This design comes from an exercise in tuning for small area on the open sky130 flow, not from production work.
The RTL was checked by simulation tests, not by an equivalence proof against the original design.
Power and IR drop assume default switching activity.

## flow/design.v (module list and top-level ports; edited modules follow where they fit)
// module audio_fx: 2203 lines
// module fa_cell: 4 lines
// module r4seln: 3 lines
// module ha_cell: 4 lines
module audio_fx(
	input CLK,
	input rst,
	input key3,
	input key2,
	input [9:0] SW,
	input signed [15:0] leftSampleIn,
	input signed [15:0] rightSampleIn,
	output logic signed [15:0] leftSampleOut,
	output logic signed [15:0] rightSampleOut
	);
  // ...
==> flow/run.sh <==
#!/bin/bash
# synth_recipe.tcl (not shown) runs the flow's synth.tcl, then flattens the netlist and writes it again
# the make line also repeats each setting of config.mk as NAME=value (left out here)
make -C /OpenROAD-flow-scripts/flow DESIGN_CONFIG=/design/flow/config.mk WORK_HOME=/design/flow/orfs CLKGATE_MAP_FILE= SYNTH_SCRIPT=/design/flow/synth_recipe.tcl finish
==> flow/config.mk <==
export PLATFORM = sky130hd
export DESIGN_NAME = audio_fx
export DESIGN_NICKNAME = audio_fx
export VERILOG_FILES = /design/flow/design.v
export SDC_FILE = /design/flow/constraint.sdc
export NUM_CORES = 4
export LEC_CHECK = 0
export CAP_MARGIN = 20
export CORE_MARGIN = 2
export CORE_UTILIZATION = 40
export SLEW_MARGIN = 20
export SYNTH_HIERARCHICAL = 1
export SYNTH_MINIMUM_KEEP_SIZE = 0
==> flow/constraint.sdc <==
create_clock -name core_clock -period 200.0 [get_ports {CLK}]
set_input_delay 40.0000 -clock core_clock [delete_from_list [all_inputs] [get_ports {CLK}]]
set_output_delay 40.0000 -clock core_clock [all_outputs]
set_load 0.01 [all_outputs]
==> results list, run 1 <==
- The tightest hold path in the finished design has a slack of about 0.46 ns.
- Clock skew on the completed layout was measured at 0.0146 ns.
- Number of diodes added for antenna fixing: 0
- Including well taps, the total number of placed cells is 4021.
- The worst register-to-register path begins at thr[0]$_SDFF_PP1_.
- Fraction of the mapped netlist area in adder cells: 46.1%
- For this run, global-route usage on met3 was measured as roughly 2.9%.
* Cell kind with the greatest summed area: multi-input combinational cells
- Net Count, Synth: 3807
- At the worst endpoint, the arrival time is 79.42 ns.
- At the pin with the least slew margin, the transition time is 1.15 ns.
- Counting flops with a built-in enable in the synthesized netlist gives 0.
- Share of the final layout cell area in multi-input gates: 77.7%
* Termination of the worst setup path: leftSampleOut[15]$_DFF_P_
- Run status: finished clean
- Die footprint: between 70000 and 80000 um^2
- The via count of the first global-routing pass was 24900.
- Non-clock buffering takes up about 4.3% of total cell area after layout.
- The internal power of the cells totals roughly 220 uW.
* Post-route minimum period: 79.06 ns
- Cell area after synthesis: 29800 um^2
- Maximum single-stage delay on the critical path: 0.74 ns
* Final-report hold violation count: 0
- Buffers and inverters on the worst path: 55
- Worst hold path startpoint: t_k3$_SDFFE_PP1P_
- For the worst-skew pair, the clock arrives at the later sink with an insertion delay of 0.47 ns.
* Combinational Power Share: 86.2%
- Largest cells by area after synthesis: fa_1 38%, a222oi_1 12%, dfxtp_1 9.1%
* Post-CTS Resized: 0
- The detailed router finished its first iteration with 4386 violations.
* Combinational Power: 379 uW
* Width of the die: 277 um
* Area occupied by multi-input gates: 25300 um^2
==> run 2: changes to the inputs <==
--- a/flow/config.mk
+++ b/flow/config.mk
@@ -8,6 +8,7 @@
 export CAP_MARGIN = 20
 export CORE_MARGIN = 2
 export CORE_UTILIZATION = 40
+export CTS_BUF_LIST = sky130_fd_sc_hd__clkbuf_8
 export SLEW_MARGIN = 20
 export SYNTH_HIERARCHICAL = 1
 export SYNTH_MINIMUM_KEEP_SIZE = 0
==> results list, run 2 <==
- The worst hold path belongs to the class register to register.
- Fraction of registers with async set/reset: 0%
- Final setup slack of the worst path: 121.01 ns
- The net count of the finished layout is approximately 3900.
- Across all layers, the routed design uses roughly 25000 vias.
- Die Height: 277 um
* Max reg flops: 18
* Number of global-route vias before repair: 24900 (-0.20%)
- In this run the core area contains 100 standard-cell rows.
- Cells with a size suffix above 1 make up 6.65% of the layout.
- The H-tree generated during clock tree synthesis spans 4 levels.
- The critical path is of the primary input to register type.
* Post-Route Skew: 0.0208 ns (+0.00618 ns)
* Reg-to-reg startpoint: thr[0]$_SDFF_PP1_
- For the worst flop-to-flop path, the logic depth is 159.
- Die footprint: 76700 um^2 (unchanged)
- Worst-case setup slack after placement: 120.60 ns
- Most frequent cell after synthesis: fa_1
- IO Pins: between 70 and 80
- Summing internal, switching and leakage power gives roughly 430 uW.
- After detailed placement, the total cell area comes to 32000 um^2.
- Type of destination of the critical path: register
* Number of register bits inferred by synthesis: 135
- Area fraction of the dominant cell type after synthesis: 38.2%
- Before antenna repair, the detailed router went through 17 iterations.
- A synthesized cell averages 9.88 um^2.
* Post-CTS setup buffer count: 0
* Maximum Capacitance Violations: 0
- fa_1 takes more of the synthesized area than any other cell.
* Leading post-synthesis cells by instance count: 569 x fa_1, 370 x inv_1, 365 x a222oi_1
- Run status: finished clean
- Slowest cell on the critical path: o31ai_1
* Max-slew headroom: 26.2%
- Top library cells by usage in the layout, fill and taps aside: 569 x fa_1, 371 x inv_1, 365 x a222oi_1
- Final WL: 77500 um
- Static power due to leakage: 11.7 nW
- Core region area: about 74000 um^2
- Clock tree from TritonCTS: done
- For this run, design rule violations remaining after detail routing come to 0.
* Number of clock sinks seen by CTS: 135
- Clock tree synthesis selected as its root buffer the cell clkbuf_8.
* Sequential cell area fraction in the yosys report: 9.07%
- Actual slew at the worst max-slew pin: 1.10 ns (-0.0434 ns)
* Final max-slew violation count: 0
- Post-route minimum period: 78.99 ns (-0.0680 ns)
- Largest net degree at the start of global routing: 74
- Based on the critical path, the design can be clocked at up to 0.0127 GHz.
- The clock latency on the worst-skew pair was 0.52 ns (+0.05 ns).
* Crit path DAT: 79.41 ns (about the same)
- Using the TritonRoute via totals, the vias-per-cell ratio works out to between 6 and 7.
- Clock-pin slew was measured on the worst setup and hold paths at 0.08 ns.
- Kind of start point of the critical path: primary input
- Global routing finished with a remaining overflow of 0.
- Largest cells by area after synthesis: fa_1 38%, a222oi_1 12%, dfxtp_1 9.1%
- YS warnings: 7
- Final routed wire length divided by cell count: 19.1 um
* Most common cell after layout, fill and taps aside: fa_1
- Maximum count of clock buffers along a single path: 2
- Largest reg by FF count: tr_cnt
* Post-CTS Resized: 0 (unchanged)
- Setup repair after global routing left no endpoint under its margin.
* Initial drt markers: 4469 (+1.9%)
- The most used flip-flop cell after synthesis is dfxtp_1.
* CTS Hold Buffers Added: 0
- P per Cell Area: 13.3 nW/um^2
- The most critical setup path has its endpoint at leftSampleOut[15]$_DFF_P_.
- Port bufs: 74
* Maximum single-stage delay on the critical path: 0.73 ns (about the same)
* Number of antenna violations at the first check in global routing: 1
- First-pass GRT wire length: 130000 um
- Number of synthesized flops with an enable pin: 0 (unchanged)
* Final-report hold violation count: 0 (unchanged)
- Source of the critical timing path: leftSampleIn[15]
- Cell area after synthesis: 29800 um^2 (unchanged)
* Final Cycle Share: 39.5%
- Area of all placed cells without fillers: 32400 um^2
- For flop-to-flop paths, the worst setup slack is about 160 ns.
- Width of the die: 277 um (unchanged)
- IR analysis of the VDD net gives a maximum drop of about 0.07 mV.
- Of all nets on the critical path, the largest fanout is 54.
- The congestion estimate from routability-driven global placement came to 0.874.
- Number of distinct library cell variants in the gate-level netlist after synthesis: 88
- Critical Path RT: 200.42 ns
- After legalization and detailed placement, the total HPWL measured around 58000 um.
* Setup TNS: 0 ns
* Growth of design area from synthesis to finish: 8.58%
- Net Count, Synth: 3807 (unchanged)
- Setup-failing EPs final: 0
* Registers with the most flip-flops: tr_cnt: 18 flops, leftSampleOut: 16 flops, rightSampleOut: 16 flops
- Antenna Nets Post-Route: 0
* Global-route total usage across every layer: 20.5%
- Initial standard-cell utilization of the core: between 40% and 50%
- In this run the critical register-to-register path is captured at leftSampleOut[15]$_DFF_P_.
* Count of mapped cells out of synthesis: 3016
- Cts bufs inserted: 17
-- run 2: per-module statistics from Yosys (local to each module, per instance) --
module | area [um^2] | flops+latches | cells inside
audio_fx | 13800 | 135 | 2007
fa_cell | 20.0 | 0 | 1
ha_cell | 12.5 | 0 | 1
r4seln | 10.0 | 0 | 1
-- run 2: cell type report --
| type | instances | area (um^2) |
|---|---|---|
| fillers | 7187 | 41700 |
| repair buffers | 164 | 1410 |
| inverters | 370 | 1390 |
| multi-input cells | 2384 | 25300 |
| well taps | 969 | 1210 |
| clock buffers | 18 | 248 |
| diodes | 1 | 2.50 |
| flip-flops and latches | 135 | 2700 |
| clock inverters | 14 | 104 |
-- run 2: per-layer routing --
| layer | global-route usage [%] | routed length, um | vias up |
|---|---|---|---|
| met3 | 2.86 | 5290 | 153 |
| li1 | - | - | 11200 |
| met5 | 0 | 0 | - |
| met2 | 33.4 | 37200 | 1091 |
| met1 | 27.9 | 32600 | 12400 |
| met4 | 7.23 | 2440 | 0 |
-- run 2: kinds of logic after synthesis --
| family | after synthesis | synth area share [%] |
|---|---|---|
| AO/OA/AOI/OAI | 752 | 20.6 |
| adder cells (fa/ha/maj) | 761 | 46.1 |
| flip-flops | 135 | 9.07 |
| XOR/XNOR | 124 | 3.64 |
| AND/OR/NAND/NOR | 659 | 11.0 |
| buffers and inverters | 497 | 6.49 |
| multiplexers | 88 | 3.01 |
-- run 2: critical path, delay by kind of cell --
kind            cells  cell delay, ns
buf+inv            55            4.18
fa+ha+maj          81           28.41
simple gates        9            1.43
xor+xnor            1            0.22
compound gates     15            5.18
-- run 2: per-stage QoR --
stage               instances  utilization (%)  hold slack, ns
floorplan                3016                -           0.434
global placement         4021             43.2           0.447
detailed placement       4021             43.2           0.449
CTS                      4053             43.6           0.470
global route             4055             43.7           0.491
finish                   4055             43.7           0.468
-- run 2: worst min-delay path by stage --
stage / start / endpoint / cells after the start
3_3_place_gp: tri_up$_SDFFE_PP0P_ / tri_up$_SDFFE_PP0P_ / 2
4_1_cts: tri_up$_SDFFE_PP0P_ / tri_up$_SDFFE_PP0P_ / 2
2_1_floorplan: t_k3$_SDFFE_PP1P_ / t_k3$_SDFFE_PP1P_ / 2
5_1_grt: r_k2$_SDFFE_PP1P_ / r_k2$_SDFFE_PP1P_ / 2
6_report: t_k3$_SDFFE_PP1P_ / t_k3$_SDFFE_PP1P_ / 2
3_5_place_dp: t_k3$_SDFFE_PP1P_ / t_k3$_SDFFE_PP1P_ / 2
-- run 2: power by group --
group,switching [mW],leakage [nW],internal (mW)
registers,0.00264,1.10,0.0287
clock network,0.0120,0.181,0.00890
logic,0.207,10.4,0.172
total,0.221,11.7,0.210
==> run 3: changes to the inputs <==
==> flow/flow/run.sh (new file) <==
#!/bin/bash
set -e
export BUFFER_PORTS_ARGS="-buffer_cell sky130_fd_sc_hd__buf_1"
bash standard.sh > standard.log 2>&1
==> flow/standard.sh (new file) <==
#!/bin/bash
# synth_recipe.tcl (not shown) runs the flow's synth.tcl, then flattens the netlist and writes it again
# the make line also repeats each setting of config.mk as NAME=value (left out here)
make -C /OpenROAD-flow-scripts/flow DESIGN_CONFIG=/design/flow/config.mk WORK_HOME=/design/flow/orfs CLKGATE_MAP_FILE= SYNTH_SCRIPT=/design/flow/synth_recipe.tcl "${@:-finish}"
removed: flow/run.sh
==> results list, run 3 <==
- Most frequent cell after synthesis: fa_1
- The hold-critical path depth came to 2 (unchanged).
- Net total in the final layout: 3862 (-0.026%)
- The synthesis-stage register bit count was 135 (unchanged).
- The violation count after the first detailed-routing iteration is 4541 (+1.6%).
- The worst hold path terminates at tri_up$_SDFFE_PP0P_.
- The die outline area was 76700 um^2 (unchanged).
- The critical-path maximum fanout came to 54 (unchanged).
- First-pass GRT wire length: 133000 um (+1.9%)
* Most repeated library cell on the critical path: fa_1
- Count of mapped cells out of synthesis: 3016 (unchanged)
- Area fraction of the dominant cell type after synthesis: 38.2% (unchanged)
- Reg-to-reg startpoint: thr[0]$_SDFF_PP1_
* Top library cells by usage in the layout, fill and taps aside: 569 x fa_1, 370 x inv_1, 365 x a222oi_1
- Ranked by total cell area, the synthesized netlist is headed by fa_1 38%, a222oi_1 12%, dfxtp_1 9.1%.
- CTS Hold Buffers Added: 0 (unchanged)
- Width of the die: 277 um (unchanged)
- Total placed cells including tap cells: 4019 (-0.050%)
- The final period utilization was 39.6% (+0.070 points).
- Slowest cell on the critical path: fa_1
- Cts bufs inserted: 17 (unchanged)
- Post-synthesis average cell area: 9.88 um^2 (unchanged)
- Post-Route Skew: 0.0244 ns (+0.00365 ns)
* Length of the first detailed-routing pass in iterations: 15 (-2)
* Final max-slew violation count: 0 (unchanged)
* Endpoint of the most critical register-to-register path: leftSampleOut[15]$_DFF_P_
* Crit path DAT: 79.56 ns (+0.15 ns)
* Post-CTS setup buffer count: 0 (unchanged)
- Static power due to leakage: 11.5 nW (-1.2%)
- Maximum single-stage delay on the critical path: 0.69 ns (-0.04 ns)
- Number of clock sinks seen by CTS: 135 (unchanged)
- Type of destination of the critical path: register
* Final hold slack: 0.463 ns (-0.00515 ns)
* Unrepaired setup endpoints after global routing: false
- Number of synthesized flops with an enable pin: 0 (unchanged)
- The routed length per placed instance was 19.2 um (+0.45%).
- The detailed-route wire length was 77800 um (+0.43%).
- The pin slew with the least headroom to its limit is 1.15 ns (+0.0470 ns).
- Of all cell types, the one taking the most synthesized area is fa_1.
- Ranked by flip-flop count, first place goes to tr_cnt.
- The final number of setup-violating endpoints is 0 (unchanged).
* Port bufs: 74 (unchanged)
* Worst hold path startpoint: tri_up$_SDFFE_PP0P_
* Max-slew headroom: 23.1% (-3.1 points)
* Layout Cells excl Fill: 4054 (-0.025%)
* Initial standard-cell utilization of the core: 40.2% (unchanged)
- The number of nets with antenna violations after routing was 0 (unchanged).
- Fill cell count: 7276 (+1.2%)
* Fraction of registers with async set/reset: 0% (unchanged)
- IO Pins: 78 (unchanged)
- Kind of start point of the critical path: primary input
- Average via count per standard cell: 6.14 (+0.12%)
- The area of the mapped netlist is 29800 um^2 (unchanged).
- Post-CTS Resized: 0 (unchanged)
- Net Count, Synth: 3807 (unchanged)
- The run finished with no timing, DRC or antenna violations.
- The power density relative to cell area was 13.7 nW/um^2 (+2.8%).
* Leading post-synthesis cells by instance count: 569 x fa_1, 370 x inv_1, 365 x a222oi_1
* Global-route total usage across every layer: 20.9% (+0.38 points)
- The top achievable clock speed was 0.0126 GHz (-0.18%).
* Share of cells above drive strength 1: 6.65% (about the same)
* Registers with the most flip-flops: tr_cnt: 18 flops, leftSampleOut: 16 flops, rightSampleOut: 16 flops
* CTS H-Tree Depth: 4 (unchanged)
- The critical path in this run is classified as primary input to register.
* CTS root buf: clkbuf_8
- Overflow left after global routing: 0 (unchanged)
- Worst supply voltage drop on vdd: 0.0885 mV (+26%)
- Maximum count of clock buffers along a single path: 2 (unchanged)
- The required time at the worst-slack endpoint was 200.43 ns (about the same).
- The number of rows in the core area is 100 (unchanged).
- The number of remaining DRC errors came to 0 (unchanged).
- The count of yosys warnings during synthesis is 7 (unchanged).
- The setup total negative slack came to 0 ns (unchanged).
* Final setup slack of the worst path: 120.87 ns (-0.140 ns)
- Largest net degree at the start of global routing: 74 (unchanged)
- Most common cell after layout, fill and taps aside: fa_1
* Max reg flops: 18 (unchanged)
* Die Height: 277 um (unchanged)
* Maximum Capacitance Violations: 0 (unchanged)
- Via Count: 24900 (+0.096%)
- The routability congestion estimate from global placement was 0.880 (+0.64%).
- Worst-case setup slack after placement: 120.34 ns (-0.269 ns)
- The clock latency on the worst-skew pair is 0.53 ns (about the same).
- Clock tree from TritonCTS: done
- Number of global-route vias before repair: 25300 (+1.7%)
- Number of distinct library cell variants in the gate-level netlist after synthesis: 88 (unchanged)
- Compared with the post-synthesis result, the final layout area differs by 7.39%.
- The sequential fraction of the synthesis area is 9.07% (unchanged).
- Final-report hold violation count: 0 (unchanged)
- The min-delay analysis places its worst path in the category register to register.
- The placeable core area was 74100 um^2 (unchanged).
* Number of antenna violations at the first check in global routing: 1 (unchanged)
- Depth of the most critical reg-to-reg path: 158 (-0.63%)
- Half-perimeter wire length after detailed placement: 57800 um (-0.47%)
- The clock period minus final worst setup slack is 79.13 ns (+0.140 ns).
- Clk pin slew, worst setup/hold paths: 0.09 ns (about the same)
- The register-to-register setup slack came to 160.40 ns (-0.29 ns).
- Final Total Pwr: 439 uW (+1.7%)
- The most used flip-flop cell after synthesis is dfxtp_1.
## run 3: changes by cell type in the layout (fill, tap and decap cells not counted), moves of 2 or more
cell	previous run	this run
o21ai_1	16	14
clkinv_2	3	1
o21ai_0	119	121
inv_6	2	4
buf_4	89	87
bufinv_16	0	4
buf_1	0	71
clkinv_4	6	1
clkbuf_2	0	2
clkdlybuf4s50_1	71	0
## run 3: area by class of cell
cell class	count	area [um^2]	share of cell area, %
Antenna cell	1	2.50	0.00782
Clock buffer	19	262	0.817
Clock inverter	13	191	0.598
Inverter	370	1390	4.34
Multi-Input combinational cell	2384	25300	79.0
Sequential cell	135	2700	8.44
Tap cell	969	1210	3.79
Timing Repair Buffer	163	967	3.02
## run 3: kinds of logic (layout without fill, tap and decap cells)
logic type      count (synthesis)  count (layout)  share of synthesized area [%]
fa+ha+maj                     761             761                           46.1
xor+xnor                      124             124                           3.64
flops                         135             135                           9.07
mux                            88              88                           3.01
other cells                     0               1                              0
compound gates                752             752                           20.6
simple gates                  659             659                           11.0
buf+inv                       497             565                           6.49
## run 3: worst max-delay path by stage
stage                      from                   endpoint  slack [ns]  depth (start not counted)
2_1_floorplan  leftSampleIn[15]  leftSampleOut[15]$_DFF_P_      123.51                        161
3_3_place_gp   leftSampleIn[15]  leftSampleOut[15]$_DFF_P_      120.20                        158
3_5_place_dp   leftSampleIn[15]  leftSampleOut[15]$_DFF_P_      120.34                        159
4_1_cts        leftSampleIn[15]  leftSampleOut[15]$_DFF_P_      120.74                        159
5_1_grt        leftSampleIn[15]  leftSampleOut[15]$_DFF_P_      118.49                        159
6_report       leftSampleIn[15]  leftSampleOut[15]$_DFF_P_      120.87                        159
## run 3: critical path, delay by kind of cell
kind	cells	cell delay, ns
xor gates and xnor gates	1	0.18
and+or+nand+nor	7	1.84
adders and majority gates	81	28.70
buffers and inverters	52	3.71
AOI/OAI and AO/OA	18	5.02
## run 3: report_power, final
group	leakage (nW)	internal (mW)	total, mW	switching [mW]
sequential	1.10	0.0287	0.0315	0.00276
clock	0.220	0.0144	0.0272	0.0128
combinational	10.2	0.171	0.380	0.209
## run 3: routing by layer
layer | wire length, um | track usage (%)
met3 | 5140 | 2.51
met4 | 1610 | 5.66
met5 | 0 | 0
met1 | 33100 | 28.4
met2 | 38000 | 35.1
## run 3: modules after synthesis (local to each module, per instance)
module | cells inside | flops+latches | copies in the design
r4seln | 1 | 0 | 364
fa_cell | 1 | 0 | 569
audio_fx | 2007 | 135 | 1
ha_cell | 1 | 0 | 76
## run 3: stage by stage
stage,utilization (%),cell area (um^2)
after global placement,42.5,31500
after global routing,43.2,32000
after floorplan,-,29800
after CTS,43.2,32000
final,43.2,32000
after detailed placement,42.5,31500

-- static timing again, ports no longer ideal --
The results above use ideal ports. As a check the final layouts listed here were re-extracted and re-timed, cells and wires unchanged. Step 1 (the two cells are an assumption about what drives the block):
set clk [get_ports {CLK}]
set_driving_cell -lib_cell sky130_fd_sc_hd__clkbuf_16 $clk
set_driving_cell -lib_cell sky130_fd_sc_hd__buf_2 [delete_from_list [all_inputs] $clk]
Step 2 moves the port delays by t, midway between the first and last clock arrival at a register: inputs arrive t later, outputs are due t later. That takes back most of the time a late clock gives input paths. Slacks: no drivers / after step 1 / after step 2; pairs: no drivers / after step 1.
run | t, ns | slack for setup (ns) | worst hold slack (ns) | worst setup path after step 2 | worst slew at a driven data input, ns
run 1 | 0.522 | 120.942 / 120.984 / 120.462 | 0.464 / 0.464 / 0.464 | input to register | 0.04
run 2 | 0.567 | 121.010 / 121.047 / 120.480 | 0.468 / 0.468 / 0.468 | input to register | 0.04
run 3 | 0.578 | 120.870 / 120.910 / 120.332 | 0.463 / 0.463 / 0.463 | input to register | 0.09
After both steps setup and hold are still met in every run listed. The setup slack of run 3, which loses most, moves by +0.040 ns with the drivers and by -0.538 ns with both steps.
